Context: an optimization exercise on an open-source flow, tuned for a short achievable clock period and few clock cycles. The choices shown serve that exercise and are no tape-out recipe.
Only simulation tests tie the RTL to the original design; equivalence was not proved.
Power figures rest on the tool's default switching activity, not on a simulated workload.

File: run.sh
#!/bin/bash
# synth_recipe.tcl (not shown) runs the flow's synth.tcl, then flattens the netlist and writes it again
# the make line also repeats each setting of config.mk as NAME=value (left out here)
make -C /OpenROAD-flow-scripts/flow DESIGN_CONFIG=/design/flow/config.mk WORK_HOME=/design/flow/orfs CLKGATE_MAP_FILE= SYNTH_SCRIPT=/design/flow/synth_recipe.tcl finish
File: config.mk
export PLATFORM = sky130hd
export DESIGN_NAME = datapath
export DESIGN_NICKNAME = datapath
export VERILOG_FILES = /design/flow/design.v
export SDC_FILE = /design/flow/constraint.sdc
export NUM_CORES = 4
export LEC_CHECK = 0
export CAP_MARGIN = 25
export CORE_MARGIN = 2
export CORE_UTILIZATION = 35
export PLACE_DENSITY = 0.55
export SLEW_MARGIN = 35
File: constraint.sdc
create_clock -name core_clock -period 11.0 [get_ports {clk}]
set_input_delay 2.2000 -clock core_clock [delete_from_list [all_inputs] [get_ports {clk}]]
set_output_delay 2.2000 -clock core_clock [all_outputs]
set_load 0.01 [all_outputs]
File: design.v
package pcmux;
typedef enum bit {
     pc_plus4 = 1'b0
    ,alu_out  = 1'b1
} pcmux_sel_t;
endpackage
package cmpmux;
typedef enum bit {
     rs2_out = 1'b0
    ,i_imm   = 1'b1
} cmpmux_sel_t;
endpackage
package alumux;
typedef enum bit {
     rs1_out = 1'b0
    ,pc_out  = 1'b1
} alumux1_sel_t;
typedef enum bit [2:0] {
     i_imm   = 3'b000
    ,u_imm   = 3'b001
    ,b_imm   = 3'b010
    ,s_imm   = 3'b011
    ,j_imm   = 3'b100
    ,rs2_out = 3'b101
} alumux2_sel_t;
endpackage
package regfilemux;      
typedef enum bit [3:0] {
     alu_out  = 4'b0000
    ,br_en    = 4'b0001
    ,u_imm    = 4'b0010
    ,pc_plus4 = 4'b0011
    ,lw       = 4'b0100
    ,lb       = 4'b0101
    ,lbu      = 4'b0110   
    ,lh       = 4'b0111
    ,lhu      = 4'b1000   
} regfilemux_sel_t;
endpackage
package exmem_rd_mux;
typedef enum bit [1:0] {
     alu_out  = 2'b00
    ,br_en    = 2'b01
    ,u_imm    = 2'b10
    ,pc_plus4 = 2'b11
} exmem_rd_mux_sel_t;
endpackage
package ex_rsmux;
typedef enum bit [1:0] {
     id_ex  = 2'b00
    ,ex_mem = 2'b01
    ,mem_wb = 2'b10
} ex_rsmux_sel_t;
endpackage
package mem_rsmux;
typedef enum bit {
     ex_mem = 1'b0
    ,mem_wb = 1'b1
} mem_rsmux_sel_t;
endpackage
package rv32i_types;
typedef logic [31:0] rv32i_word;
typedef logic [4:0]  rv32i_reg;
typedef logic [3:0]  rv32i_mem_wmask;
typedef enum bit [6:0] {
    op_lui   = 7'b0110111,  
    op_auipc = 7'b0010111,  
    op_jal   = 7'b1101111,  
    op_jalr  = 7'b1100111,  
    op_br    = 7'b1100011,  
    op_load  = 7'b0000011,  
    op_store = 7'b0100011,  
    op_imm   = 7'b0010011,  
    op_reg   = 7'b0110011,  
    op_csr   = 7'b1110011,  
    no_op    = 7'b0000000
} rv32i_opcode;
typedef enum bit [2:0] {
    beq  = 3'b000,
    bne  = 3'b001,
    blt  = 3'b100,
    bge  = 3'b101,
    bltu = 3'b110,
    bgeu = 3'b111
} branch_funct3_t;
typedef enum bit [2:0] {
    lb  = 3'b000,
    lh  = 3'b001,
    lw  = 3'b010,
    lbu = 3'b100,
    lhu = 3'b101
} load_funct3_t;
typedef enum bit [2:0] {
    sb = 3'b000,
    sh = 3'b001,
    sw = 3'b010
} store_funct3_t;
typedef enum bit [2:0] {
    add  = 3'b000,  
    sll  = 3'b001,
    slt  = 3'b010,
    sltu = 3'b011,
    axor = 3'b100,
    sr   = 3'b101,  
    aor  = 3'b110,
    aand = 3'b111
} arith_funct3_t;
typedef enum bit [2:0] {
    alu_add = 3'b000,
    alu_sll = 3'b001,
    alu_sra = 3'b010,
    alu_sub = 3'b011,
    alu_xor = 3'b100,
    alu_srl = 3'b101,
    alu_or  = 3'b110,
    alu_and = 3'b111
} alu_ops;
typedef struct packed {
    logic [6:0]      opcode;          
    logic [2:0]      funct3;
    logic            alumux1_sel;     
    logic [2:0]      alumux2_sel;     
    logic            cmpmux_sel;      
    logic [3:0]      regfilemux_sel;  
    logic [2:0]      aluop;           
    logic [2:0]      cmpop;           
    logic            load_regfile;
    logic            data_read;
    logic            data_write;
    logic            do_jump;        
    logic            is_ujump;       
} control_word_t;
typedef struct packed {
    logic [31:0] inst;
    logic [4:0]  rs1_addr;
    logic [4:0]  rs2_addr;
    logic [31:0] rs1_rdata;
    logic [31:0] rs2_rdata;
    logic        load_regfile;
    logic [4:0]  rd_addr;
    logic [31:0] rd_wdata;
    logic [31:0] pc_rdata;
    logic [31:0] pc_wdata;
    logic [31:0] mem_addr;
    logic [3:0]  mem_rmask;
    logic [3:0]  mem_wmask;
    logic [31:0] mem_rdata;
    logic [31:0] mem_wdata;
} monitor_signals;
endpackage : rv32i_types
module datapath (
    input clk,
    input rst,
    output logic        inst_read,
    output logic [31:0] inst_addr,
    input  logic        inst_resp,
    input  logic [31:0] inst_rdata,
    output logic        data_read,
    output logic        data_write,
    output logic [3:0]  data_mbe,
    output logic [31:0] data_addr,
    output logic [31:0] data_wdata,
    input  logic        data_resp,
    input  logic [31:0] data_rdata
);
localparam int BTB_IB = 5;               
localparam int BTB_N  = 1 << BTB_IB;
localparam int BTB_TB = 6;               
localparam int RAS_B  = 3;               
localparam int RAS_N  = 1 << RAS_B;
logic        gstall;         
logic        lu_stall;       
logic        ex_mis;         
logic [31:0] ex_redirect;
logic [31:0] pc;
logic             btb_v    [BTB_N];
logic [BTB_TB-1:0] btb_tag [BTB_N];
logic [29:0]      btb_tgt  [BTB_N];
logic             btb_jmp  [BTB_N];     
logic             btb_ret  [BTB_N];     
logic [1:0]       btb_ctr  [BTB_N];
logic [29:0]      ras [RAS_N];
logic [RAS_B-1:0] ras_sp;
logic        d_v;
logic [31:0] d_pc, d_ir, d_pnext;
logic        e_v, e_we, e_load, e_store, e_br, e_jal, e_jalr, e_mis_s;
logic [4:0]  e_rd;
logic [31:0] e_a, e_b, e_sd, e_pre, e_pc, e_pc4, e_redir, e_jcmp;
logic        e_okt, e_okn;
logic        e_aR, e_aEM, e_aMW, e_bR, e_bEM, e_bMW, e_sR, e_sEM, e_sMW, e_sWB;
logic        e_sub, e_sra;
logic        e_add, e_sll, e_sr, e_slt, e_sltu, e_xor, e_or, e_and, e_pres;
logic        e_beq, e_blt, e_bltu, e_binv;
logic        e_mb, e_mh, e_mw;
logic [2:0]  e_f3;
logic        e_call, e_ret;
logic        e_nw;           
logic [4:0]  e_rs1, e_rs2;
logic        m_we, m_load, m_store, m_sWB, m_jmp;
logic [4:0]  m_rd;
logic [31:0] m_res, m_wdata;
logic [3:0]  m_mbe;
logic [2:0]  m_f3;
logic        w_we;
logic [4:0]  w_rd;
logic [31:0] w_res;
logic [31:0] rf [32];
logic        u_v, u_br, u_taken, u_jmp, u_ret, u_call, u_clear;
logic [31:0] u_pc, u_tgt, u_pc4;
assign inst_addr = pc;
assign inst_read = 1'b1;
wire [BTB_IB-1:0] f_idx = pc[BTB_IB+1:2];
wire [BTB_TB-1:0] f_tag = pc[BTB_IB+BTB_TB+1:BTB_IB+2];
wire        f_hit   = btb_v[f_idx] && (btb_tag[f_idx] == f_tag);
wire        f_taken = f_hit && (btb_jmp[f_idx] || btb_ctr[f_idx][1]);
wire [29:0] f_tgt   = btb_ret[f_idx] ? ras[ras_sp] : btb_tgt[f_idx];
wire [31:0] f_pc4   = pc + 32'd4;
wire [31:0] f_next  = f_taken ? {f_tgt, 2'b00} : f_pc4;
always_ff @(posedge clk) begin
    if (rst) begin
        pc  <= 32'h0000_0060;
        d_v <= 1'b0;
    end else if (!gstall) begin
        if (ex_mis) begin
            pc  <= ex_redirect;
            d_v <= 1'b0;
        end else if (!lu_stall) begin
            pc  <= f_next;
            d_v <= 1'b1;
        end
    end
end
always_ff @(posedge clk) begin
    if (!gstall && !lu_stall) begin
        d_pc    <= pc;
        d_ir    <= inst_rdata;
        d_pnext <= f_next;
    end
end
wire [6:0] op  = d_ir[6:0];
wire [4:0] rd  = d_ir[11:7];
wire [4:0] rs1 = d_ir[19:15];
wire [4:0] rs2 = d_ir[24:20];
wire [2:0] f3  = d_ir[14:12];
wire       f7b = d_ir[30];
wire i_lui   = (op == 7'b0110111);
wire i_auipc = (op == 7'b0010111);
wire i_jal   = (op == 7'b1101111);
wire i_jalr  = (op == 7'b1100111);
wire i_br    = (op == 7'b1100011);
wire i_load  = (op == 7'b0000011);
wire i_store = (op == 7'b0100011);
wire i_opimm = (op == 7'b0010011);
wire i_op    = (op == 7'b0110011);
wire i_alu   = i_opimm | i_op;
wire use1 = i_jalr | i_br | i_load | i_store | i_alu;
wire use2 = i_br | i_op;                  
wire wr   = (i_lui | i_auipc | i_jal | i_jalr | i_load | i_alu) && (rd != 5'd0);
wire [31:0] imm_i = {{21{d_ir[31]}}, d_ir[30:20]};
wire [31:0] imm_s = {{21{d_ir[31]}}, d_ir[30:25], d_ir[11:7]};
wire [31:0] imm_b = {{20{d_ir[31]}}, d_ir[7], d_ir[30:25], d_ir[11:8], 1'b0};
wire [31:0] imm_u = {d_ir[31:12], 12'h000};
wire [31:0] imm_j = {{12{d_ir[31]}}, d_ir[19:12], d_ir[20], d_ir[30:21], 1'b0};
wire [31:0] pcimm   = i_br ? imm_b : (i_jal ? imm_j : imm_u);
wire [31:0] d_tgt   = d_pc + pcimm;
wire [31:0] d_pc4   = d_pc + 32'd4;
wire [31:0] d_bimm  = i_store ? imm_s : imm_i;
wire [31:0] d_pre   = i_lui ? imm_u : (i_auipc ? d_tgt : d_pc4);
wire        d_okt   = (d_pnext == d_tgt);
wire        d_okn   = (d_pnext == d_pc4);
wire [31:0] d_jcmp  = d_pnext - imm_i;
wire [31:0] rv1 = (rs1 == 5'd0) ? 32'd0 : ((w_we && w_rd == rs1) ? w_res : rf[rs1]);
wire [31:0] rv2 = (rs2 == 5'd0) ? 32'd0 : ((w_we && w_rd == rs2) ? w_res : rf[rs2]);
wire ex_w    = e_we;                      
wire h1_ex   = ex_w && (e_rd == rs1);
wire h2_ex   = ex_w && (e_rd == rs2);
wire h1_mem  = m_we && (m_rd == rs1);
wire h2_mem  = m_we && (m_rd == rs2);
assign lu_stall = d_v && e_load && ((use1 && h1_ex) || (use2 && h2_ex));
wire useimm = !i_op && !i_br;
wire qz_ok = !m_jmp && !(m_load && e_store && (e_rs2 == m_rd));
wire q1 = e_nw && (e_rd == rs1) && qz_ok;
wire q2 = e_nw && (e_rd == rs2) && qz_ok;
wire alu_add  = (i_alu && f3 == 3'd0) || i_load || i_store;
wire alu_sub  = i_op && f3 == 3'd0 && f7b;
wire link1 = (rd == 5'd1) || (rd == 5'd5);
wire link2 = (rs1 == 5'd1) || (rs1 == 5'd5);
wire bubble = lu_stall || ex_mis || !d_v;
always_ff @(posedge clk) begin
    if (rst) begin
        e_v <= 1'b0; e_we <= 1'b0; e_load <= 1'b0; e_store <= 1'b0;
        e_br <= 1'b0; e_jal <= 1'b0; e_jalr <= 1'b0; e_mis_s <= 1'b0; e_nw <= 1'b0;
    end else if (!gstall) begin
        e_v     <= !bubble;
        e_we    <= !bubble && wr;
        e_load  <= !bubble && i_load;
        e_store <= !bubble && i_store;
        e_br    <= !bubble && i_br;
        e_jal   <= !bubble && i_jal;
        e_jalr  <= !bubble && i_jalr;
        e_nw    <= !bubble && (i_store || i_br);
        e_mis_s <= !bubble && (i_jal ? !d_okt : (!i_br && !i_jalr && !d_okn));
    end
end
always_ff @(posedge clk) begin
    if (!gstall) begin
        e_rd    <= rd;
        e_rs1   <= rs1;
        e_rs2   <= rs2;
        e_a     <= rv1;
        e_b     <= useimm ? d_bimm : rv2;
        e_sd    <= rv2;
        e_pre   <= d_pre;
        e_pc    <= d_pc;
        e_pc4   <= d_pc4;
        e_redir <= (i_br || i_jal) ? d_tgt : d_pc4;
        e_jcmp  <= d_jcmp;
        e_okt   <= d_okt;
        e_okn   <= d_okn;
        e_aEM <= h1_ex;
        e_aMW <= !h1_ex && h1_mem && !q1;
        e_aR  <= !h1_ex && !(h1_mem && !q1);
        e_bEM <= !useimm && h2_ex;
        e_bMW <= !useimm && !h2_ex && h2_mem && !q2;
        e_bR  <= useimm || (!h2_ex && !(h2_mem && !q2));
        e_sEM <= h2_ex && !e_load;
        e_sWB <= h2_ex && e_load;
        e_sMW <= !h2_ex && h2_mem && !q2;
        e_sR  <= !h2_ex && !(h2_mem && !q2);
        e_sub  <= alu_sub;
        e_sra  <= f7b;
        e_add  <= alu_add;
        e_sll  <= i_alu && f3 == 3'd1;
        e_slt  <= i_alu && f3 == 3'd2;
        e_sltu <= i_alu && f3 == 3'd3;
        e_xor  <= i_alu && f3 == 3'd4;
        e_sr   <= i_alu && f3 == 3'd5;
        e_or   <= i_alu && f3 == 3'd6;
        e_and  <= i_alu && f3 == 3'd7;
        e_pres <= i_lui || i_auipc || i_jal || i_jalr;
        e_beq  <= f3[2:1] == 2'b00;
        e_blt  <= f3[2:1] == 2'b10;
        e_bltu <= f3[2:1] == 2'b11;
        e_binv <= f3[0] && f3[2:1] != 2'b01;
        e_mb <= f3 == 3'd0 || (i_load && f3 == 3'd4);
        e_mh <= f3 == 3'd1 || (i_load && f3 == 3'd5);
        e_mw <= f3 == 3'd2;
        e_f3 <= f3;
        e_call <= link1;
        e_ret  <= i_jalr && link2 && !link1;
    end
end
wire [31:0] A  = ({32{e_aR}} & e_a)  | ({32{e_aEM}} & m_res) | ({32{e_aMW}} & w_res);
wire [31:0] B  = ({32{e_bR}} & e_b)  | ({32{e_bEM}} & m_res) | ({32{e_bMW}} & w_res);
wire [31:0] SD = ({32{e_sR}} & e_sd) | ({32{e_sEM}} & m_res) | ({32{e_sMW}} & w_res);
wire [31:0] sum  = A + (B ^ {32{e_sub}}) + {31'd0, e_sub};
wire        eq   = (A == B);
wire        lt   = ($signed(A) < $signed(B));
wire        ltu  = (A < B);
wire [31:0] shl  = A << B[4:0];
wire [31:0] shr  = $signed({e_sra & A[31], A}) >>> B[4:0];
wire [31:0] ex_res =
      ({32{e_add}}  & sum)
    | ({32{e_sll}}  & shl)
    | ({32{e_sr}}   & shr)
    | ({32{e_slt}}  & {31'd0, lt})
    | ({32{e_sltu}} & {31'd0, ltu})
    | ({32{e_xor}}  & (A ^ B))
    | ({32{e_or}}   & (A | B))
    | ({32{e_and}}  & (A & B))
    | ({32{e_pres}} & e_pre);
wire taken = e_binv ^ ((e_beq & eq) | (e_blt & lt) | (e_bltu & ltu));
wire jalr_bad = (A != e_jcmp);
assign ex_mis = e_mis_s
              | (e_br & (taken ? !e_okt : !e_okn))
              | (e_jalr & jalr_bad);
assign ex_redirect = e_jalr ? sum : ((e_br & !taken) ? e_pc4 : e_redir);
wire [3:0] ex_mbe = e_mb ? (4'b0001 << sum[1:0]) :
                    e_mh ? (4'b0011 << {sum[1], 1'b0}) :
                    e_mw ? 4'b1111 : 4'b0000;
always_ff @(posedge clk) begin
    if (rst) begin
        m_we <= 1'b0; m_load <= 1'b0; m_store <= 1'b0;
    end else if (!gstall) begin
        m_we    <= e_we;
        m_load  <= e_load;
        m_store <= e_store;
    end
end
always_ff @(posedge clk) begin
    if (!gstall) begin
        m_rd    <= e_rd;
        m_res   <= ex_res;
        m_wdata <= SD << {sum[1:0], 3'b000};
        m_mbe   <= (e_load || e_store) ? ex_mbe : 4'b0000;
        m_sWB   <= e_sWB;
        m_f3    <= e_f3;
        m_jmp   <= e_jal | e_jalr;
    end
end
always_ff @(posedge clk) begin
    if (rst) u_v <= 1'b0;
    else     u_v <= !gstall && e_v;
    u_br    <= e_br;
    u_taken <= taken;
    u_jmp   <= e_jal | e_jalr;
    u_ret   <= e_jalr & e_ret;
    u_call  <= (e_jal | e_jalr) & e_call;
    u_clear <= !e_br && !e_jal && !e_jalr && !e_okn;
    u_pc    <= e_pc;
    u_tgt   <= e_jalr ? sum : e_redir;
    u_pc4   <= e_pc4;
end
wire [BTB_IB-1:0] u_idx = u_pc[BTB_IB+1:2];
wire [BTB_TB-1:0] u_tag = u_pc[BTB_IB+BTB_TB+1:BTB_IB+2];
wire u_hit = btb_v[u_idx] && (btb_tag[u_idx] == u_tag);
wire [1:0] u_ctr = btb_ctr[u_idx];
always_ff @(posedge clk) begin
    if (rst) begin
        for (int i = 0; i < BTB_N; i++) btb_v[i] <= 1'b0;
    end else if (u_v) begin
        if (u_clear) begin
            if (u_hit) btb_v[u_idx] <= 1'b0;
        end else if (u_jmp || (u_br && u_taken && !(u_hit && !btb_jmp[u_idx]))) begin
            btb_v[u_idx]   <= 1'b1;
            btb_tag[u_idx] <= u_tag;
            btb_tgt[u_idx] <= u_tgt[31:2];
            btb_jmp[u_idx] <= u_jmp;
            btb_ret[u_idx] <= u_ret;
            btb_ctr[u_idx] <= 2'b10;
        end else if (u_br && u_hit && !btb_jmp[u_idx]) begin
            if (u_taken) begin
                btb_tgt[u_idx] <= u_tgt[31:2];
                if (u_ctr != 2'b11) btb_ctr[u_idx] <= u_ctr + 2'b01;
            end else begin
                if (u_ctr != 2'b00) btb_ctr[u_idx] <= u_ctr - 2'b01;
            end
        end
    end
end
always_ff @(posedge clk) begin
    if (rst) begin
        ras_sp <= '0;
        for (int i = 0; i < RAS_N; i++) ras[i] <= '0;
    end else if (u_v) begin
        if (u_call) begin
            ras_sp <= ras_sp + 1'b1;
            ras[ras_sp + 1'b1] <= u_pc4[31:2];
        end else if (u_ret) begin
            ras_sp <= ras_sp - 1'b1;
        end
    end
end
assign gstall = ~inst_resp | ((m_load | m_store) & ~data_resp);
assign data_read  = m_load;
assign data_write = m_store;
assign data_addr  = {m_res[31:2], 2'b00};
assign data_mbe   = m_mbe;
assign data_wdata = m_sWB ? (w_res << {m_res[1:0], 3'b000}) : m_wdata;
logic [31:0] ld_val;
logic [7:0]  by;
logic [15:0] hw;
always_comb begin
    case (m_res[1:0])
        2'd0: by = data_rdata[7:0];
        2'd1: by = data_rdata[15:8];
        2'd2: by = data_rdata[23:16];
        default: by = data_rdata[31:24];
    endcase
    hw = m_res[1] ? data_rdata[31:16] : data_rdata[15:0];
    case (m_f3)
        3'd0:    ld_val = {{24{by[7]}}, by};
        3'd1:    ld_val = {{16{hw[15]}}, hw};
        3'd4:    ld_val = {24'd0, by};
        3'd5:    ld_val = {16'd0, hw};
        3'd2:    ld_val = data_rdata;
        default: ld_val = m_res;
    endcase
end
always_ff @(posedge clk) begin
    if (rst) w_we <= 1'b0;
    else if (!gstall) w_we <= m_we;
end
always_ff @(posedge clk) begin
    if (!gstall) begin
        w_rd  <= m_rd;
        w_res <= m_load ? ld_val : m_res;
    end
end
always_ff @(posedge clk) begin
    if (rst) begin
        for (int i = 0; i < 32; i++) rf[i] <= 32'd0;
    end else if (w_we) begin
        rf[w_rd] <= w_res;
    end
end
endmodule
==> flow_metrics.tcl, run 1 <==
set metrics [dict create \
    clkSinkCount 3211 \
    grt.overflow.total 0 \
    peakVddDrop_mv 0.156 \
    antenna_found_initial 34 \
    status "complete, no violations" \
    drcViolationCount 0 \
    drive_above_1_share_pct 21.1 \
    numCtsBuffers 354 \
    hp-start "e_pc[6]" \
    num_vias 99500 \
    place_area_mm2 0.169 \
    critPathMaxStageDelay_ps 740 \
    grtUsageTotal_pct 24.2 \
    hold_path.class "flip-flop to flip-flop" \
    synth_seq_cells 3211 \
    crit_chain "buf_4 > nor2b_1 > and3_1 > and2_1 > nor2_2 > buf_4 > nor2_1 > a21o_1 > ha_1 > a21oi_1 > o2111ai_1 > nand3_1 > nor3b_1 > xor2_1 > xor2_1 > nand3_1 > or4_1 > or4_1 > nor4_2 > o21ai_1" \
    clk_pin_slew_ps 70 \
    async_reset_ff_share_pct 0 \
    min_path_cells 0 \
    grt_pass1_wl_mm 787 \
    hold_viol 0 \
    holdBufCountCts 0 \
    final_cell_area_mm2 0.181 \
    synth_edf_count 3066 \
    syn_to_final_growth_pct 14.2 \
    place_ws_ps 3590 \
    rows 246 \
    power_leakage_nw 60.9 \
    clkLatencyLatePin_ps 980 \
    ff2ff_setup_slack_ps 3470 \
    tns_ps 0 \
    htreeDepth 5 \
    synth_cell_types 98 \
    globalplace.congestion 0.929 \
    crit_path_start_kind "flip-flop" \
    setup_ws_ps 3470 \
    wirelength_mm 567 \
    worstSetupPathType "flip-flop to flip-flop" \
    synthFlopType "edfxtp_1" \
    critPathMaxFanout 46 \
    setup_viol 0 \
    cts_setup_buffers 0 \
    root_buffer "clkbuf_16" \
    wl_met1_mm 222 \
    postSynthAreaPerCell_um2 14.8 \
    wl_met2_mm 273 \
    final-max-slew-violation-count 0 \
    rr_worst_depth 20 \
    io_buffers 167 \
    dpl.hpwl_mm 378 \
    max_freq_ghz 0.133 \
    first_iter_violations 12800 \
    arrival_ps 8320 \
    crit_required_ps 11790 \
    nets 11000 \
    syn_inst 10700 \
    min_period_ps 7530 \
    skew_ps 106 \
    drv_cap 0 \
    grt_max_degree 129 \
    syn-cell-area_mm2 0.158 \
    fp.coreArea_mm2 0.450 \
    cts.path.max_buffers 4 \
    hold-path-endpoint "u_pc[6]" \
    drt-pass1-iter-count 9 \
    viasPerCell 5.86 \
    worstMarginPinSlew_ps 1010 \
    slew_headroom_pct 31.9 \
    critPathCaptureType "flip-flop" \
    cp_slowest_cell "nor2_1" \
    met3RoutedLength_mm 45.1 \
    die_area_mm2 0.458 \
    r2r_start "d_ir[5]" \
    powerDensity_mw_per_mm2 166 \
    finalPower_mw 30.0 \
    start_util_pct 35.2 \
    tritoncts "done" \
    die_w_um 676 \
    top_layer "met5" \
    rsz0062_at_grt "no" \
    io_pins 171 \
    regToRegEndpoint "e_mis_s" \
    drt-wirelength-per-cell_um 33.4 \
    synth_warnings 1 \
    postRouteAntennaNets 0 \
    cts_resized 0 \
    dieHeight_um 676 \
    ys_seq_area_share_pct 60.0 \
    grt_pass1_vias 99100 \
    period_share_pct 68.5 \
]
[how the worst max path moves through the flow]
stage	start	endpoint	depth (start not counted)
after global placement	d_ir[5]	e_mis_s	20
after detailed placement	d_ir[5]	e_mis_s	20
after floorplan	data_resp	pc[1]	7
after global routing	d_ir[5]	e_mis_s	20
final	d_ir[5]	e_mis_s	20
after CTS	d_ir[5]	e_mis_s	20
[per-layer routing]
| metal | GRT usage (%) | vias to the layer above |
|---|---|---|
| li1 | - | 41400 |
| met1 | 31.7 | 52200 |
| met2 | 40.0 | 4848 |
| met3 | 4.01 | 975 |
| met4 | 9.86 | 6 |
| met5 | 0 | - |
[report_power, final]
part           total [mW]  internal, mW  leakage [nW]  switching [mW]
registers            14.2          13.8          30.9           0.419
clock network        11.7          6.71          5.49            5.02
logic                4.07          1.48          24.4            2.59
total                30.0          22.0          60.9            8.02
[stage by stage]
stage	util, %	hold slack (ps)	std cells
6_report	40.2	354	17000
4_1_cts	40.1	351	16900
3_5_place_dp	37.6	336	16300
3_3_place_gp	37.2	338	16200
2_1_floorplan	-	323	10700
5_1_grt	40.2	367	17000
[kinds of logic after synthesis]
kind of cell / count (synthesis) / synth area share, %
DFF: 3211 / 60.0
and+or+nand+nor: 2885 / 9.56
AOI/OAI and AO/OA: 1500 / 6.20
muxes: 1449 / 18.1
buffers and inverters: 1100 / 2.74
xor gates and xnor gates: 318 / 1.80
adders and majority gates: 197 / 1.57
other: 2 / 0.00475
[cell usage after synthesis (all sizes together), types with 15 or more instances]
| master | count | area [um^2] |
|---|---|---|
| nand3 | 107 | 536 |
| a211oi | 148 | 1110 |
| o22ai | 19 | 119 |
| or3 | 17 | 106 |
| xor2 | 133 | 1160 |
| ha | 194 | 2430 |
| buf | 214 | 1010 |
| a221oi | 20 | 175 |
| or2 | 16 | 100 |
| mux2i | 276 | 2760 |
| xnor2 | 181 | 1590 |
| nor2b | 62 | 388 |
| mux2 | 46 | 518 |
| o2111ai | 26 | 228 |
| o31ai | 15 | 113 |
| edfxtp | 3066 | 92100 |
| nor3 | 88 | 445 |
| nand4 | 46 | 288 |
| and2 | 1262 | 7900 |
| nand2 | 467 | 1750 |
| a222oi | 72 | 721 |
| a22oi | 114 | 856 |
| nand2b | 34 | 213 |
| a31oi | 19 | 125 |
| dfxtp | 145 | 2900 |
| o211ai | 93 | 712 |
| clkbuf | 682 | 2560 |
| o21ai | 384 | 1930 |
| a21o | 82 | 616 |
| o21a | 28 | 210 |
| inv | 201 | 754 |
| nor4 | 46 | 294 |
| a21oi | 357 | 1810 |
| nor2 | 650 | 2440 |
| and3 | 34 | 213 |
| mux4 | 1127 | 25400 |
[cells in the final DEF (no fill, tap or decap), types with 100 or more instances in the layout]
master	instances
a21oi_1	353
clkbuf_16	363
and2_1	1258
dfxtp_1	111
o21ai_0	340
a211oi_1	147
mux2i_1	271
xnor2_1	170
mux4_2	1127
xor2_1	127
inv_1	197
edfxtp_1	3066
nand2_1	465
a22oi_1	114
nand3_1	104
ha_1	194
clkbuf_1	100
clkdlybuf4s50_1	166
nor2_1	559
buf_4	318
[worst max-delay path, delay by kind of cell, from the launching register on]
family | cells | cell delay [ps]
AND/OR/NAND/NOR | 11 | 4390
buffers and inverters | 2 | 800
AO/OA/AOI/OAI | 4 | 770
XOR/XNOR | 2 | 720
adder cells (fa/ha/maj) | 1 | 380
flip-flops | 1 | 330
[sequential cells by signal, summed over array words and instances, names as in the netlist, 64 cells and up, named ones only]
signal / cells
btb_tgt: 960
ras: 240
rf: 1024
btb_tag: 192
btb_ctr: 64
[area by class of cell]
| class | instances | area (um^2) |
|---|---|---|
| Timing Repair Buffer | 571 | 5930 |
| Clock buffer | 483 | 9730 |
| Multi-Input combinational cell | 6352 | 60200 |
| Clock inverter | 159 | 1580 |
| Tap cell | 5952 | 7450 |
| Fill cell | 40700 | 269000 |
| Sequential cell | 3211 | 95100 |
| Antenna cell | 35 | 87.6 |
| Inverter | 204 | 778 |
Testbench counts, summed over its fixed seeds: cycles 77,522.
==> run 2: changes to the inputs <==
--- a/design.v
+++ b/design.v
@@ -182,18 +182,19 @@
 logic [29:0]      ras [RAS_N];
 logic [RAS_B-1:0] ras_sp;
 logic        d_v;
-logic [31:0] d_pc, d_ir, d_pnext;
+logic [31:0] d_pc, d_ir, d_pnext, d_pc4;
 logic        e_v, e_we, e_load, e_store, e_br, e_jal, e_jalr, e_mis_s;
 logic [4:0]  e_rd;
 logic [31:0] e_a, e_b, e_sd, e_pre, e_pc, e_pc4, e_redir, e_jcmp;
-logic        e_okt, e_okn;
+logic        e_okn;
+logic [31:0] e_tgt, e_pnext;
 logic        e_aR, e_aEM, e_aMW, e_bR, e_bEM, e_bMW, e_sR, e_sEM, e_sMW, e_sWB;
 logic        e_sub, e_sra;
 logic        e_add, e_sll, e_sr, e_slt, e_sltu, e_xor, e_or, e_and, e_pres;
 logic        e_beq, e_blt, e_bltu, e_binv;
 logic        e_mb, e_mh, e_mw;
 logic [2:0]  e_f3;
-logic        e_call, e_ret;
+logic        e_ret;
 logic        e_nw;           
 logic [4:0]  e_rs1, e_rs2;
 logic        m_we, m_load, m_store, m_sWB, m_jmp;
@@ -205,8 +206,8 @@
 logic [4:0]  w_rd;
 logic [31:0] w_res;
 logic [31:0] rf [32];
-logic        u_v, u_br, u_taken, u_jmp, u_ret, u_call, u_clear;
-logic [31:0] u_pc, u_tgt, u_pc4;
+logic        u_v, u_br, u_taken, u_jmp, u_ret, u_clear;
+logic [31:0] u_pc, u_tgt;
 assign inst_addr = pc;
 assign inst_read = 1'b1;
 wire [BTB_IB-1:0] f_idx = pc[BTB_IB+1:2];
@@ -235,6 +236,7 @@
         d_pc    <= pc;
         d_ir    <= inst_rdata;
         d_pnext <= f_next;
+        d_pc4   <= f_pc4;
     end
 end
 wire [6:0] op  = d_ir[6:0];
@@ -263,10 +265,8 @@
 wire [31:0] imm_j = {{12{d_ir[31]}}, d_ir[19:12], d_ir[20], d_ir[30:21], 1'b0};
 wire [31:0] pcimm   = i_br ? imm_b : (i_jal ? imm_j : imm_u);
 wire [31:0] d_tgt   = d_pc + pcimm;
-wire [31:0] d_pc4   = d_pc + 32'd4;
 wire [31:0] d_bimm  = i_store ? imm_s : imm_i;
 wire [31:0] d_pre   = i_lui ? imm_u : (i_auipc ? d_tgt : d_pc4);
-wire        d_okt   = (d_pnext == d_tgt);
 wire        d_okn   = (d_pnext == d_pc4);
 wire [31:0] d_jcmp  = d_pnext - imm_i;
 wire [31:0] rv1 = (rs1 == 5'd0) ? 32'd0 : ((w_we && w_rd == rs1) ? w_res : rf[rs1]);
@@ -299,7 +299,7 @@
         e_jal   <= !bubble && i_jal;
         e_jalr  <= !bubble && i_jalr;
         e_nw    <= !bubble && (i_store || i_br);
-        e_mis_s <= !bubble && (i_jal ? !d_okt : (!i_br && !i_jalr && !d_okn));
+        e_mis_s <= !bubble && !i_jal && !i_br && !i_jalr && !d_okn;
     end
 end
 always_ff @(posedge clk) begin
@@ -315,7 +315,8 @@
         e_pc4   <= d_pc4;
         e_redir <= (i_br || i_jal) ? d_tgt : d_pc4;
         e_jcmp  <= d_jcmp;
-        e_okt   <= d_okt;
+        e_tgt   <= d_tgt;
+        e_pnext <= d_pnext;
         e_okn   <= d_okn;
         e_aEM <= h1_ex;
         e_aMW <= !h1_ex && h1_mem && !q1;
@@ -346,7 +347,6 @@
         e_mh <= f3 == 3'd1 || (i_load && f3 == 3'd5);
         e_mw <= f3 == 3'd2;
         e_f3 <= f3;
-        e_call <= link1;
         e_ret  <= i_jalr && link2 && !link1;
     end
 end
@@ -370,8 +370,10 @@
     | ({32{e_and}}  & (A & B))
     | ({32{e_pres}} & e_pre);
 wire taken = e_binv ^ ((e_beq & eq) | (e_blt & lt) | (e_bltu & ltu));
+wire e_okt = (e_pnext == e_tgt);
 wire jalr_bad = (A != e_jcmp);
 assign ex_mis = e_mis_s
+              | (e_jal & !e_okt)
               | (e_br & (taken ? !e_okt : !e_okn))
               | (e_jalr & jalr_bad);
 assign ex_redirect = e_jalr ? sum : ((e_br & !taken) ? e_pc4 : e_redir);
@@ -405,11 +407,9 @@
     u_taken <= taken;
     u_jmp   <= e_jal | e_jalr;
     u_ret   <= e_jalr & e_ret;
-    u_call  <= (e_jal | e_jalr) & e_call;
     u_clear <= !e_br && !e_jal && !e_jalr && !e_okn;
     u_pc    <= e_pc;
     u_tgt   <= e_jalr ? sum : e_redir;
-    u_pc4   <= e_pc4;
 end
 wire [BTB_IB-1:0] u_idx = u_pc[BTB_IB+1:2];
 wire [BTB_TB-1:0] u_tag = u_pc[BTB_IB+BTB_TB+1:BTB_IB+2];
@@ -442,11 +442,11 @@
     if (rst) begin
         ras_sp <= '0;
         for (int i = 0; i < RAS_N; i++) ras[i] <= '0;
-    end else if (u_v) begin
-        if (u_call) begin
+    end else if (!gstall && !bubble && (i_jal || i_jalr)) begin
+        if (link1) begin
             ras_sp <= ras_sp + 1'b1;
-            ras[ras_sp + 1'b1] <= u_pc4[31:2];
-        end else if (u_ret) begin
+            ras[ras_sp + 1'b1] <= d_pc4[31:2];
+        end else if (i_jalr && link2) begin
             ras_sp <= ras_sp - 1'b1;
         end
     end
--- a/config.mk
+++ b/config.mk
@@ -9,4 +9,5 @@
 export CORE_MARGIN = 2
 export CORE_UTILIZATION = 35
 export PLACE_DENSITY = 0.55
+export SETUP_SLACK_MARGIN = 5
 export SLEW_MARGIN = 35
==> flow_metrics.tcl, run 2 <==
set metrics [dict create \
    hold_viol 0 \
    synth_warnings 1 \
    regMostFlops "rf" \
    postRouteAntennaNets 0 \
    synth_seq_cells 3271 \
    rows 247 \
    start_util_pct 35.1 \
    hp-start "e_pc[3]" \
    drcViolationCount 0 \
    clkLatencyLatePin_ps 1000 \
    synth.largest_area_cell "edfxtp_1" \
    dpl.hpwl_mm 385 \
    final_common_cell "edfxtp_1" \
    crit_required_ps 8800 \
    ys_seq_area_share_pct 61.1 \
    stdcell_count 16800 \
    drt-pass1-iter-count 8 \
    min_path_cells 0 \
    viasPerCell 5.98 \
    dp_cells 16100 \
    io_buffers 167 \
    syn-cell-area_mm2 0.159 \
    worstMarginPinSlew_ps 1100 \
    ys_top_cells_by_count "edfxtp_1, and2_1, mux4_2" \
    root_buffer "clkbuf_16" \
    hold-path-endpoint "u_pc[3]" \
    numCtsBuffers 362 \
    critPathMaxFanout 46 \
    comb_power_share_pct 13.9 \
    drt-wirelength-per-cell_um 35.2 \
    period_share_pct 55.2 \
    critPathMaxStageDelay_ps 760 \
    postSynthAreaPerCell_um2 15.2 \
    synthTopCellsByArea "edfxtp_1, mux4_2, and2_1" \
    critPathCaptureType "output port" \
    hold-worst-slack_ps 340 \
    crit_chain "buf_4 > nor2b_1 > a211oi_1 > a21oi_1 > mux2_2 > clkdlybuf4s50_1" \
    grt_pass1_wl_mm 814 \
    clkSinkCount 3271 \
    clk_pin_slew_ps 60 \
    num_vias 101000 \
    status "complete, no violations" \
    synth_top_area_share_pct 59.7 \
    powerDensity_mw_per_mm2 170 \
    nets 10800 \
    syn_inst 10500 \
    max_freq_ghz 0.165 \
    switching_share_pct 27.0 \
    drive_above_1_share_pct 22.6 \
    cp_slowest_cell "a211oi_1" \
    synth_edf_count 3157 \
    setup_viol 0 \
    htreeDepth 5 \
    globalplace.congestion 0.988 \
    final-max-slew-violation-count 0 \
    holdBufCountCts 0 \
    rsz0062_at_grt "yes" \
    io_pins 171 \
    dieHeight_um 678 \
    antenna_found_initial 72 \
    die_area_mm2 0.459 \
    power_leakage_nw 61.6 \
    r2r_start "e_bEM" \
    final_cell_mix "edfxtp_1, and2_1, mux4_2" \
    cts.path.max_buffers 4 \
    die_w_um 678 \
    first_iter_violations 14600 \
    synth_cell_types 87 \
    tns_ps 0 \
    largest_register_ffs 1024 \
    arrival_ps 3870 \
    async_reset_ff_share_pct 0 \
    reg.largest.list "rf x1024, btb_tgt x960, ras x240" \
    grt.overflow.total 0 \
    peakVddDrop_mv 0.135 \
    worstSetupPathType "flip-flop to output port" \
    grt_max_degree 152 \
    syn_to_final_growth_pct 14.1 \
    p_sw_mw 8.35 \
    rr_worst_depth 19 \
    yosysMostFrequentCell "edfxtp_1" \
    grt_pass1_vias 99300 \
    hold_path.class "flip-flop to flip-flop" \
    wirelength_mm 592 \
    regToRegEndpoint "ras[2][15]" \
    min_period_ps 6070 \
    p_int_mw 22.5 \
    synthFlopType "edfxtp_1" \
    ff2ff_setup_slack_ps 5100 \
    crit_path_start_kind "flip-flop" \
    skew_ps 115 \
    slew_headroom_pct 26.7 \
    pwr-share-clk_pct 39.2 \
    fp.coreArea_mm2 0.452 \
    tritoncts "done" \
    drv_cap 0 \
    grtUsageTotal_pct 25.2 \
    finalPower_mw 30.9 \
    p_seq_share_pct 46.9 \
]
[run 2: routing by layer]
metal | GRT usage, % | part of all wire (%) | routed length (um) | vias up
li1 | - | - | - | 40700
met1 | 34.6 | 40 | 237000 | 53100
met2 | 38.5 | 45 | 266000 | 5738
met3 | 5.19 | 9.8 | 58100 | 1042
met4 | 11.3 | 5.3 | 31300 | 14
met5 | 0 | 0.014 | 85 | -
[run 2: cell type report]
cell class                      count  area, um^2
Antenna cell                       27        67.6
Clock inverter                    195        1870
Inverter                          171         673
Multi-Input combinational cell   6131       58800
Clock buffer                      472        9820
Timing Repair Buffer              573        5410
Sequential cell                  3271       97200
Fill cell                       41200      271000
Tap cell                         5976        7480
[run 2: per-stage QoR]
stage          instance area (um^2)  utilization (%)  worst slack (ps)
3_3_place_gp                 168000             37.1              3240
6_report                     181000             40.1              4930
2_1_floorplan                159000                -              5140
5_1_grt                      181000             40.1              4900
3_5_place_dp                 169000             37.3              3600
4_1_cts                      181000             40.0              5000
[run 2: worst max-delay path by stage]
stage               startpoint             end  cells past startpoint  slack [ps]
floorplan            data_resp       ras[5][0]                      8        5140
global placement         e_bEM      ras[0][25]                     16        3240
detailed placement       e_bEM      ras[3][25]                     17        3600
CTS                      e_bEM      ras[6][15]                     19        5000
global route          m_res[0]  data_wdata[28]                      6        4900
finish                m_res[0]  data_wdata[28]                      6        4930
[run 2: logic make-up after synthesis]
logic type	Yosys count	share of synthesized area, %
adder cells (fa/ha/maj)	196	1.56
XOR/XNOR	290	1.60
multiplexers	1410	18.0
flip-flops	3271	61.1
AO/OA/AOI/OAI	1374	5.69
AND/OR/NAND/NOR	2845	9.44
other	2	0.00473
buffers and inverters	1067	2.66
[run 2: critical path, delay by kind of cell (launching register included)]
family | cells | cell delay [ps]
buffers and inverters | 2 | 1070
AND/OR/NAND/NOR | 1 | 290
multiplexers | 1 | 320
AO/OA/AOI/OAI | 2 | 830
flip-flops | 1 | 350
[run 2: power groups by stage]
stage	Combinational (mW)	Clock (mW)	Sequential [mW]
2_1_floorplan	2.35	0	14.5
3_3_place_gp	4.09	0	14.7
3_5_place_dp	4.14	0	14.7
4_1_cts	4.18	12.3	14.5
5_1_grt	4.41	12.7	14.5
6_report	4.29	12.1	14.5
[run 2: repair_timing]
item                       CTS  global route
buffers inserted            35             7
cloned                       8             5
pin swaps                   16             2
setup endpoints to repair  529          1220
resized for setup           28            19
Testbench counts of run 2, summed over its fixed seeds: cycles 76,862.
==> run 3: changes to the inputs <==
--- a/design.v
+++ b/design.v
@@ -194,7 +194,7 @@
 logic        e_beq, e_blt, e_bltu, e_binv;
 logic        e_mb, e_mh, e_mw;
 logic [2:0]  e_f3;
-logic        e_ret;
+logic        e_ret, e_call;
 logic        e_nw;           
 logic [4:0]  e_rs1, e_rs2;
 logic        m_we, m_load, m_store, m_sWB, m_jmp;
@@ -290,6 +290,7 @@
     if (rst) begin
         e_v <= 1'b0; e_we <= 1'b0; e_load <= 1'b0; e_store <= 1'b0;
         e_br <= 1'b0; e_jal <= 1'b0; e_jalr <= 1'b0; e_mis_s <= 1'b0; e_nw <= 1'b0;
+        e_call <= 1'b0; e_ret <= 1'b0;
     end else if (!gstall) begin
         e_v     <= !bubble;
         e_we    <= !bubble && wr;
@@ -299,6 +300,8 @@
         e_jal   <= !bubble && i_jal;
         e_jalr  <= !bubble && i_jalr;
         e_nw    <= !bubble && (i_store || i_br);
+        e_call  <= !bubble && (i_jal || i_jalr) && link1;
+        e_ret   <= !bubble && i_jalr && link2 && !link1;
         e_mis_s <= !bubble && !i_jal && !i_br && !i_jalr && !d_okn;
     end
 end
@@ -347,7 +350,6 @@
         e_mh <= f3 == 3'd1 || (i_load && f3 == 3'd5);
         e_mw <= f3 == 3'd2;
         e_f3 <= f3;
-        e_ret  <= i_jalr && link2 && !link1;
     end
 end
 wire [31:0] A  = ({32{e_aR}} & e_a)  | ({32{e_aEM}} & m_res) | ({32{e_aMW}} & w_res);
@@ -406,47 +408,69 @@
     u_br    <= e_br;
     u_taken <= taken;
     u_jmp   <= e_jal | e_jalr;
-    u_ret   <= e_jalr & e_ret;
+    u_ret   <= e_ret;
     u_clear <= !e_br && !e_jal && !e_jalr && !e_okn;
     u_pc    <= e_pc;
     u_tgt   <= e_jalr ? sum : e_redir;
 end
 wire [BTB_IB-1:0] u_idx = u_pc[BTB_IB+1:2];
 wire [BTB_TB-1:0] u_tag = u_pc[BTB_IB+BTB_TB+1:BTB_IB+2];
-wire u_hit = btb_v[u_idx] && (btb_tag[u_idx] == u_tag);
+wire       u_hit = btb_v[u_idx] && (btb_tag[u_idx] == u_tag);
+wire       u_hbr = u_hit && !btb_jmp[u_idx];       
 wire [1:0] u_ctr = btb_ctr[u_idx];
+logic             bw_en;
+logic [BTB_IB-1:0] bw_idx;
+logic             bw_v, bw_jmp, bw_ret;
+logic [BTB_TB-1:0] bw_tag;
+logic [29:0]      bw_tgt;
+logic [1:0]       bw_ctr;
+always_ff @(posedge clk) begin
+    if (rst) bw_en <= 1'b0;
+    else     bw_en <= u_v && ((u_clear && u_hit) || u_jmp || (u_br && (u_taken || u_hbr)));
+    bw_idx <= u_idx;
+    bw_tag <= u_tag;
+    if (u_clear) begin
+        bw_v   <= 1'b0;
+        bw_jmp <= btb_jmp[u_idx];
+        bw_ret <= btb_ret[u_idx];
+        bw_tgt <= btb_tgt[u_idx];
+        bw_ctr <= u_ctr;
+    end else if (u_jmp || !u_hbr) begin
+        bw_v   <= 1'b1;
+        bw_jmp <= u_jmp;
+        bw_ret <= u_ret;
+        bw_tgt <= u_tgt[31:2];
+        bw_ctr <= 2'b10;
+    end else begin
+        bw_v   <= 1'b1;
+        bw_jmp <= 1'b0;
+        bw_ret <= 1'b0;
+        bw_tgt <= u_taken ? u_tgt[31:2] : btb_tgt[u_idx];
+        bw_ctr <= u_taken ? ((u_ctr == 2'b11) ? 2'b11 : u_ctr + 2'b01)
+                          : ((u_ctr == 2'b00) ? 2'b00 : u_ctr - 2'b01);
+    end
+end
 always_ff @(posedge clk) begin
     if (rst) begin
         for (int i = 0; i < BTB_N; i++) btb_v[i] <= 1'b0;
-    end else if (u_v) begin
-        if (u_clear) begin
-            if (u_hit) btb_v[u_idx] <= 1'b0;
-        end else if (u_jmp || (u_br && u_taken && !(u_hit && !btb_jmp[u_idx]))) begin
-            btb_v[u_idx]   <= 1'b1;
-            btb_tag[u_idx] <= u_tag;
-            btb_tgt[u_idx] <= u_tgt[31:2];
-            btb_jmp[u_idx] <= u_jmp;
-            btb_ret[u_idx] <= u_ret;
-            btb_ctr[u_idx] <= 2'b10;
-        end else if (u_br && u_hit && !btb_jmp[u_idx]) begin
-            if (u_taken) begin
-                btb_tgt[u_idx] <= u_tgt[31:2];
-                if (u_ctr != 2'b11) btb_ctr[u_idx] <= u_ctr + 2'b01;
-            end else begin
-                if (u_ctr != 2'b00) btb_ctr[u_idx] <= u_ctr - 2'b01;
-            end
-        end
+    end else if (bw_en) begin
+        btb_v[bw_idx]   <= bw_v;
+        btb_tag[bw_idx] <= bw_tag;
+        btb_tgt[bw_idx] <= bw_tgt;
+        btb_jmp[bw_idx] <= bw_jmp;
+        btb_ret[bw_idx] <= bw_ret;
+        btb_ctr[bw_idx] <= bw_ctr;
     end
 end
 always_ff @(posedge clk) begin
     if (rst) begin
         ras_sp <= '0;
         for (int i = 0; i < RAS_N; i++) ras[i] <= '0;
-    end else if (!gstall && !bubble && (i_jal || i_jalr)) begin
-        if (link1) begin
+    end else if (!gstall) begin
+        if (e_call) begin
             ras_sp <= ras_sp + 1'b1;
-            ras[ras_sp + 1'b1] <= d_pc4[31:2];
-        end else if (i_jalr && link2) begin
+            ras[ras_sp + 1'b1] <= e_pc4[31:2];
+        end else if (e_ret) begin
             ras_sp <= ras_sp - 1'b1;
         end
     end
==> flow/run.sh (new file) <==
#!/bin/bash
# Standard layout, with timing repair aiming further below the clock period.
set -euo pipefail
bash standard.sh SETUP_SLACK_MARGIN=7 finish > standard_flow.log 2>&1
==> standard.sh (new file) <==
#!/bin/bash
# synth_recipe.tcl (not shown) runs the flow's synth.tcl, then flattens the netlist and writes it again
# the make line also repeats each setting of config.mk as NAME=value (left out here)
make -C /OpenROAD-flow-scripts/flow DESIGN_CONFIG=/design/flow/config.mk WORK_HOME=/design/flow/orfs CLKGATE_MAP_FILE= SYNTH_SCRIPT=/design/flow/synth_recipe.tcl "${@:-finish}"
removed: run.sh
==> flow_metrics.tcl, run 3 <==
set metrics [dict create \
    numCtsBuffers 375 \
    antenna_found_initial 70 \
    crit_chain "buf_4 > nor2b_1 > a211oi_4 > a21oi_1 > mux2_2 > dlygate4sd2_1" \
    n_fill_cell 42100 \
    seq_area_mm2 0.0983 \
    globalplace.congestion 0.976 \
    min_path_cells 0 \
    skew_ps 121 \
    die_area_mm2 0.483 \
    synth_seq_cells 3319 \
    syn-cell-area_mm2 0.167 \
    critPathMaxStageDelay_ps 460 \
    dieHeight_um 695 \
    postRouteAntennaNets 0 \
    crit_required_ps 8800 \
    nets 11500 \
    synth_cell_types 84 \
    io_buffers 167 \
    viasPerCell 6.14 \
    hp-start "e_pc[2]" \
    regToRegEndpoint "pc[12]" \
    synth_warnings 1 \
    cp_slowest_cell "edfxtp_1" \
    synth_edf_count 3156 \
    cp_num_cells 6 \
    critPathMaxFanout 9 \
    num_vias 110000 \
    ys_seq_area_share_pct 58.6 \
    drt-wirelength-per-cell_um 36.8 \
    clk_pin_slew_ps 60 \
    arrival_ps 2810 \
    largest_register_ffs 1024 \
    root_buffer "clkbuf_16" \
    die_w_um 695 \
    rsz0062_at_grt "yes" \
    max_freq_ghz 0.200 \
    tritoncts "done" \
    ff2ff_setup_slack_ps 6170 \
    postSynthAreaPerCell_um2 15.5 \
    grtUsageTotal_pct 26.6 \
    drcViolationCount 0 \
    dpl.hpwl_mm 396 \
    io_pins 171 \
    hold_viol 0 \
    grt_max_degree 141 \
    crit_path_start_kind "flip-flop" \
    peakVddDrop_mv 0.127 \
    clkSinkCount 3319 \
    setup_viol 0 \
    drive_above_1_share_pct 33.3 \
    final_cell_mix "edfxtp_1, mux4_2, and2_1" \
    syn_to_final_growth_pct 19.7 \
    holdBufCountCts 0 \
    worstSetupPathType "flip-flop to output port" \
    rr_worst_depth 21 \
    hold_path.class "flip-flop to flip-flop" \
    critPathCaptureType "output port" \
    regMostFlops "rf" \
    final-max-slew-violation-count 0 \
    cts.path.max_buffers 4 \
    grt.overflow.total 0 \
    final_common_cell "edfxtp_1" \
    status "complete, no violations" \
    htreeDepth 5 \
    post-route-util_pct 42.1 \
    drt-pass1-iter-count 12 \
    hold-path-endpoint "u_pc[2]" \
    reg.largest.list "rf x1024, btb_tgt x960, ras x240" \
    worst-path-buf-inv 2 \
    synth.largest_area_cell "edfxtp_1" \
    grt_pass1_wl_mm 898 \
    synth_top_area_share_pct 56.7 \
    synthTopCellsByArea "edfxtp_1, mux4_2, and2_1" \
    clkLatencyLatePin_ps 1020 \
    grt_pass1_vias 109000 \
    fp.coreArea_mm2 0.475 \
    powerDensity_mw_per_mm2 165 \
    critical-path-top-delay-family "buffers and inverters" \
    rows 253 \
    wirelength_mm 661 \
    async_reset_ff_share_pct 0 \
    multi_input_area_mm2 0.0698 \
    yosysMostFrequentCell "edfxtp_1" \
    drv_cap 0 \
    min_period_ps 5010 \
    tns_ps 0 \
    worstMarginPinSlew_ps 1050 \
    ys_top_cells_by_count "edfxtp_1, mux4_2, and2_1" \
    r2r_start "e_aR" \
    first_iter_violations 17000 \
    synthFlopType "edfxtp_1" \
    power_leakage_nw 68.5 \
    slew_headroom_pct 30.2 \
    start_util_pct 35.2 \
    syn_inst 10800 \
    period_share_pct 45.5 \
]
==> run 3: per-layer routing <==
metal / global-route usage (%) / up-vias / wire length, um
met5: 0 / - / 243
met4: 12.7 / 34 / 38800
met3: 6.02 / 1531 / 73000
met2: 41.3 / 7126 / 299000
met1: 35.5 / 57900 / 249000
li1: - / 43500 / -
==> run 3: through the flow <==
step | cell area (um^2) | worst slack (ps) | total power [mW] | hold slack, ps | std cells
finish | 200000 | 5990 | 33.0 | 345 | 17900
global route | 200000 | 6000 | 33.8 | 363 | 17900
CTS | 198000 | 6010 | 32.8 | 347 | 17800
detailed placement | 177000 | 4430 | 19.5 | 327 | 16700
global placement | 177000 | 4470 | 19.5 | 334 | 16700
floorplan | 168000 | 6650 | 17.5 | 323 | 10800
==> run 3: how the worst max path moves through the flow <==
stage	from	endpoint
6_report	m_res[0]	data_wdata[30]
5_1_grt	m_res[0]	data_wdata[30]
4_1_cts	m_res[0]	data_wdata[19]
3_5_place_dp	e_bEM	flip-flop
3_3_place_gp	e_bEM	pc[10]
2_1_floorplan	rst	btb_ctr[3][0]
==> run 3: worst register-to-register path: stages (launching register included) <==
cell and delay (ps):
edfxtp_1 380, buf_6 150, buf_12 140, a222oi_1 550
buf_4 280, clkinvlp_4 150, ha_4 260, nor2_4 110
nand3b_1 180, a211oi_4 380, o41ai_4 130, o211a_1 180
or3_4 440, a21bo_4 240, a31oi_4 210, buf_12 170
buf_12 120, nor2_4 50, buf_12 170, buf_16 160
o22ai_4 170, o22ai_2 110
==> run 3: cell families after synthesis <==
kind of cell | after synthesis | synth area share (%)
compound gates | 1398 | 5.38
simple gates | 2697 | 8.46
xor+xnor | 295 | 1.55
mux | 1803 | 21.9
flops | 3319 | 58.6
fa+ha+maj | 195 | 1.47
buf+inv | 1101 | 2.62
other cells | 2 | 0.00449
==> run 3: layout make-up <==
class / count / area share, %
Clock buffer: 487 / 5.12
Clock inverter: 194 / 1.05
Multi-Input combinational cell: 6397 / 34.9
Timing Repair Buffer: 978 / 5.48
Sequential cell: 3319 / 49.1
Inverter: 161 / 0.346
Timing Repair inverter: 1 / 0.00813
Tap cell: 6375 / 3.99
Antenna cell: 28 / 0.0350
==> run 3: power breakdown <==
| group | switching [mW] | leakage, nW | internal, mW |
|---|---|---|---|
| combinational | 3.22 | 30.5 | 2.18 |
| clock | 5.38 | 6.04 | 7.41 |
| sequential | 0.506 | 31.9 | 14.3 |
==> run 3: what timing repair did <==
action	in CTS	in global routing
cloned	52	9
setup endpoints to repair	2569	1027
buffers inserted	337	83
pin swaps	236	155
resized for setup	1255	338
Testbench counts of run 3, summed over its fixed seeds: cycles 76,862.
==> run 4: changes to the inputs <==
==> run.sh (new file) <==
#!/bin/bash
# synth_recipe.tcl (not shown) runs the flow's synth.tcl, then flattens the netlist and writes it again
# the make line also repeats each setting of config.mk as NAME=value (left out here)
make -C /OpenROAD-flow-scripts/flow DESIGN_CONFIG=/design/flow/config.mk WORK_HOME=/design/flow/orfs CLKGATE_MAP_FILE= SYNTH_SCRIPT=/design/flow/synth_recipe.tcl finish
removed: flow/run.sh
removed: standard.sh
==> flow_metrics.tcl, run 4 <==
set metrics [dict create \
    status "complete, no violations" \
    clkLatencyLatePin_ps 1010 \
    htreeDepth 5 \
    synth_top_area_share_pct 56.7 \
    largest_register_ffs 1024 \
    critPathCaptureType "output port" \
    grt_use_met3_pct 5.92 \
    drive_above_1_share_pct 24.6 \
    cts.path.max_buffers 4 \
    numCtsBuffers 370 \
    n_fill_cell 43100 \
    ff2ff_setup_slack_ps 5170 \
    drt-wirelength-per-cell_um 35.9 \
    grt_pass1_vias 106000 \
    drt-pass1-iter-count 10 \
    first_iter_violations 15300 \
    critical-path-top-delay-family "buffers and inverters" \
    viasPerCell 6.06 \
    skew_ps 145 \
    crit_chain "buf_4 > nor2b_1 > a211oi_1 > a21oi_1 > mux2_2 > clkdlybuf4s50_1" \
    die_area_mm2 0.483 \
    grt_util_met2_pct 39.4 \
    regMostFlops "rf" \
    period_share_pct 53.1 \
    io_pins 171 \
    setup_ws_ps 5160 \
    worst-path-buf-inv 2 \
    postRouteAntennaNets 0 \
    critPathMaxStageDelay_ps 680 \
    antenna_found_initial 80 \
    hold_path.class "flip-flop to flip-flop" \
    num_vias 106000 \
    crit_required_ps 8800 \
    ys_seq_area_share_pct 58.6 \
    cp_slowest_cell "a211oi_1" \
    clkSinkCount 3319 \
    power_leakage_nw 64.2 \
    start_util_pct 35.2 \
    io_buffers 167 \
    dieHeight_um 695 \
    worstMarginPinSlew_ps 1090 \
    max_freq_ghz 0.171 \
    synthFlopType "edfxtp_1" \
    drv_cap 0 \
    synthTopCellsByArea "edfxtp_1, mux4_2, and2_1" \
    grt_pass1_wl_mm 861 \
    rsz0062_at_grt "no" \
    final_cell_mix "edfxtp_1, mux4_2, and2_1" \
    final-max-slew-violation-count 0 \
    critPathMaxFanout 47 \
    hold_viol 0 \
    drcViolationCount 0 \
    synth_seq_cells 3319 \
    worstSetupPathType "flip-flop to output port" \
    regToRegEndpoint "pc[1]" \
    setup_viol 0 \
    peakVddDrop_mv 0.151 \
    grt.overflow.total 0 \
    globalplace.congestion 0.958 \
    grt_max_degree 239 \
    setup.worst_path.start "m_res[0]" \
    grtUsageTotal_pct 25.5 \
    root_buffer "clkbuf_16" \
    wirelength_mm 629 \
    holdBufCountCts 0 \
    nets 11100 \
    synth.largest_area_cell "edfxtp_1" \
    grt_util_met1_pct 34.5 \
    syn_inst 10800 \
    synth_edf_count 3156 \
    cp_num_cells 6 \
    seq_area_mm2 0.0982 \
    postSynthAreaPerCell_um2 15.5 \
    tritoncts "done" \
    syn_to_final_growth_pct 13.6 \
    place_ws_ps 4380 \
    tns_ps 0 \
    clk_pin_slew_ps 60 \
    powerDensity_mw_per_mm2 167 \
    ys_top_cells_by_count "edfxtp_1, mux4_2, and2_1" \
    yosysMostFrequentCell "edfxtp_1" \
    die_w_um 695 \
    synth_warnings 1 \
    dpl.hpwl_mm 402 \
    final_common_cell "edfxtp_1" \
    rr_worst_depth 19 \
    fp.coreArea_mm2 0.475 \
    crit_path_end "data_wdata[29]" \
    multi_input_area_mm2 0.0660 \
    rows 253 \
    slew_headroom_pct 26.8 \
    grt.busiest_layer "met2" \
    synth_cell_types 84 \
    r2r_start "e_aR" \
    crit_path_start_kind "flip-flop" \
    min_period_ps 5840 \
    reg.largest.list "rf x1024, btb_tgt x960, ras x240" \
    arrival_ps 3640 \
    syn-cell-area_mm2 0.167 \
    async_reset_ff_share_pct 0 \
]
run 4: cell types whose count changed in the layout (fill, tap and decap cells not counted), moves of 38 or more:
cell / before / now
a21oi_1: 244 / 358
a21oi_2: 99 / 0
buf_12: 92 / 19
buf_16: 58 / 20
buf_2: 61 / 13
buf_4: 469 / 319
buf_6: 167 / 20
clkdlybuf4s50_1: 66 / 166
ha_1: 153 / 191
nand2_1: 466 / 514
nor2_1: 396 / 452
o21ai_0: 253 / 334
o21ai_1: 49 / 3
o22ai_1: 9 / 47
run 4: cells by family after synthesis:
group | count (synthesis) | synth area share [%]
XOR/XNOR | 295 | 1.55
AND/OR/NAND/NOR | 2697 | 8.46
AO/OA/AOI/OAI | 1398 | 5.38
other | 2 | 0.00449
buffers and inverters | 1101 | 2.62
multiplexers | 1803 | 21.9
adder cells (fa/ha/maj) | 195 | 1.47
flip-flops | 3319 | 58.6
run 4: worst min path at each step:
stage | from | endpoint | slack [ps] | cells past startpoint
after CTS | e_pc[3] | u_pc[3] | 350 | 0
final | e_pc[5] | u_pc[5] | 340 | 0
after global routing | e_pc[3] | u_pc[3] | 350 | 0
after detailed placement | e_pc[5] | u_pc[5] | 330 | 0
after global placement | e_pc[5] | u_pc[5] | 330 | 0
after floorplan | e_pc[10] | u_pc[10] | 320 | 0
run 4: repair_timing:
action / in CTS / in global routing
pin swaps: 5 / 2
gates cloned: 0 / 0
endpoints found under the setup margin: 68 / 33
setup buffers: 7 / 6
resized for setup: 8 / 3
run 4: cell type report:
class,count,area share (%)
diodes,19,0.0250
clock buffers,496,5.30
clock inverters,176,0.859
inverters,161,0.336
multi-input cells,6391,34.8
flip-flops and latches,3319,51.7
well taps,6375,4.20
repair buffers,559,2.79
run 4: report_power, final:
group          internal [mW]  switching, mW
registers               14.4          0.490
logic                   1.69           2.92
clock network           6.95           5.28
total                   23.0           8.70
run 4: per-layer routing:
layer | wire length [um] | share of wire (%)
met1 | 247000 | 39
met4 | 31500 | 5.0
met5 | 237 | 0.038
met2 | 285000 | 45
met3 | 64800 | 10
run 4: stage by stage:
step | power (mW) | util (%) | instances | hold slack [ps] | instance area, um^2
after floorplan | 17.5 | - | 10800 | 323 | 167000
after global placement | 19.5 | 37.2 | 16800 | 331 | 177000
after detailed placement | 19.6 | 37.4 | 16800 | 328 | 178000
after CTS | 31.7 | 39.9 | 17500 | 348 | 190000
after global routing | 32.5 | 40.0 | 17500 | 349 | 190000
final | 31.7 | 40.0 | 17500 | 345 | 190000
run 4: worst register-to-register path, cell delays in order, from the launching register on:
cell	delay [ps]
edfxtp_1	360
buf_4	270
a222oi_1	540
buf_4	320
inv_1	140
ha_1	350
nor4_2	500
nand4_1	280
a21oi_1	350
nor4_2	140
o21ai_0	400
or3_1	290
a21bo_2	190
a31oi_4	100
buf_12	170
buf_6	200
a31oi_4	220
buf_4	450
o21ai_0	170
a31o_2	270

## port drivers added, routing unchanged
No port has a modelled driver above. Below, the same layouts with a new extraction and two added sets of constraints.
Step 1 sets driving cells, clkbuf_16 on the clock port and buf_2 on the other inputs (assumed; they add their load-dependent delay and slew).
Step 2 adds t to the input delays and takes it off the output delays; t is the mean of the earliest and latest rising clock arrival at the registers after step 1. Input paths then give back, and output paths get back, about the clock's delay inside the block.
Slacks: ideal ports / drivers / drivers and shift; pairs: ideal ports / drivers.
run | shift t [ns] | setup WS [ns] | pins driven straight from the clock port
run 1 | 1.046 | 3.468 / 3.468 / 3.468 | 1
run 2 | 1.048 | 4.933 / 4.826 / 5.001 | 1
run 3 | 1.067 | 5.991 / 5.877 / 5.925 | 1
run 4 | 1.053 | 5.163 / 5.050 / 4.888 | 1
After both steps every run listed still meets setup and hold. The setup slack of run 4, which loses most, moves by -0.113 ns with the drivers and by -0.275 ns with both steps.
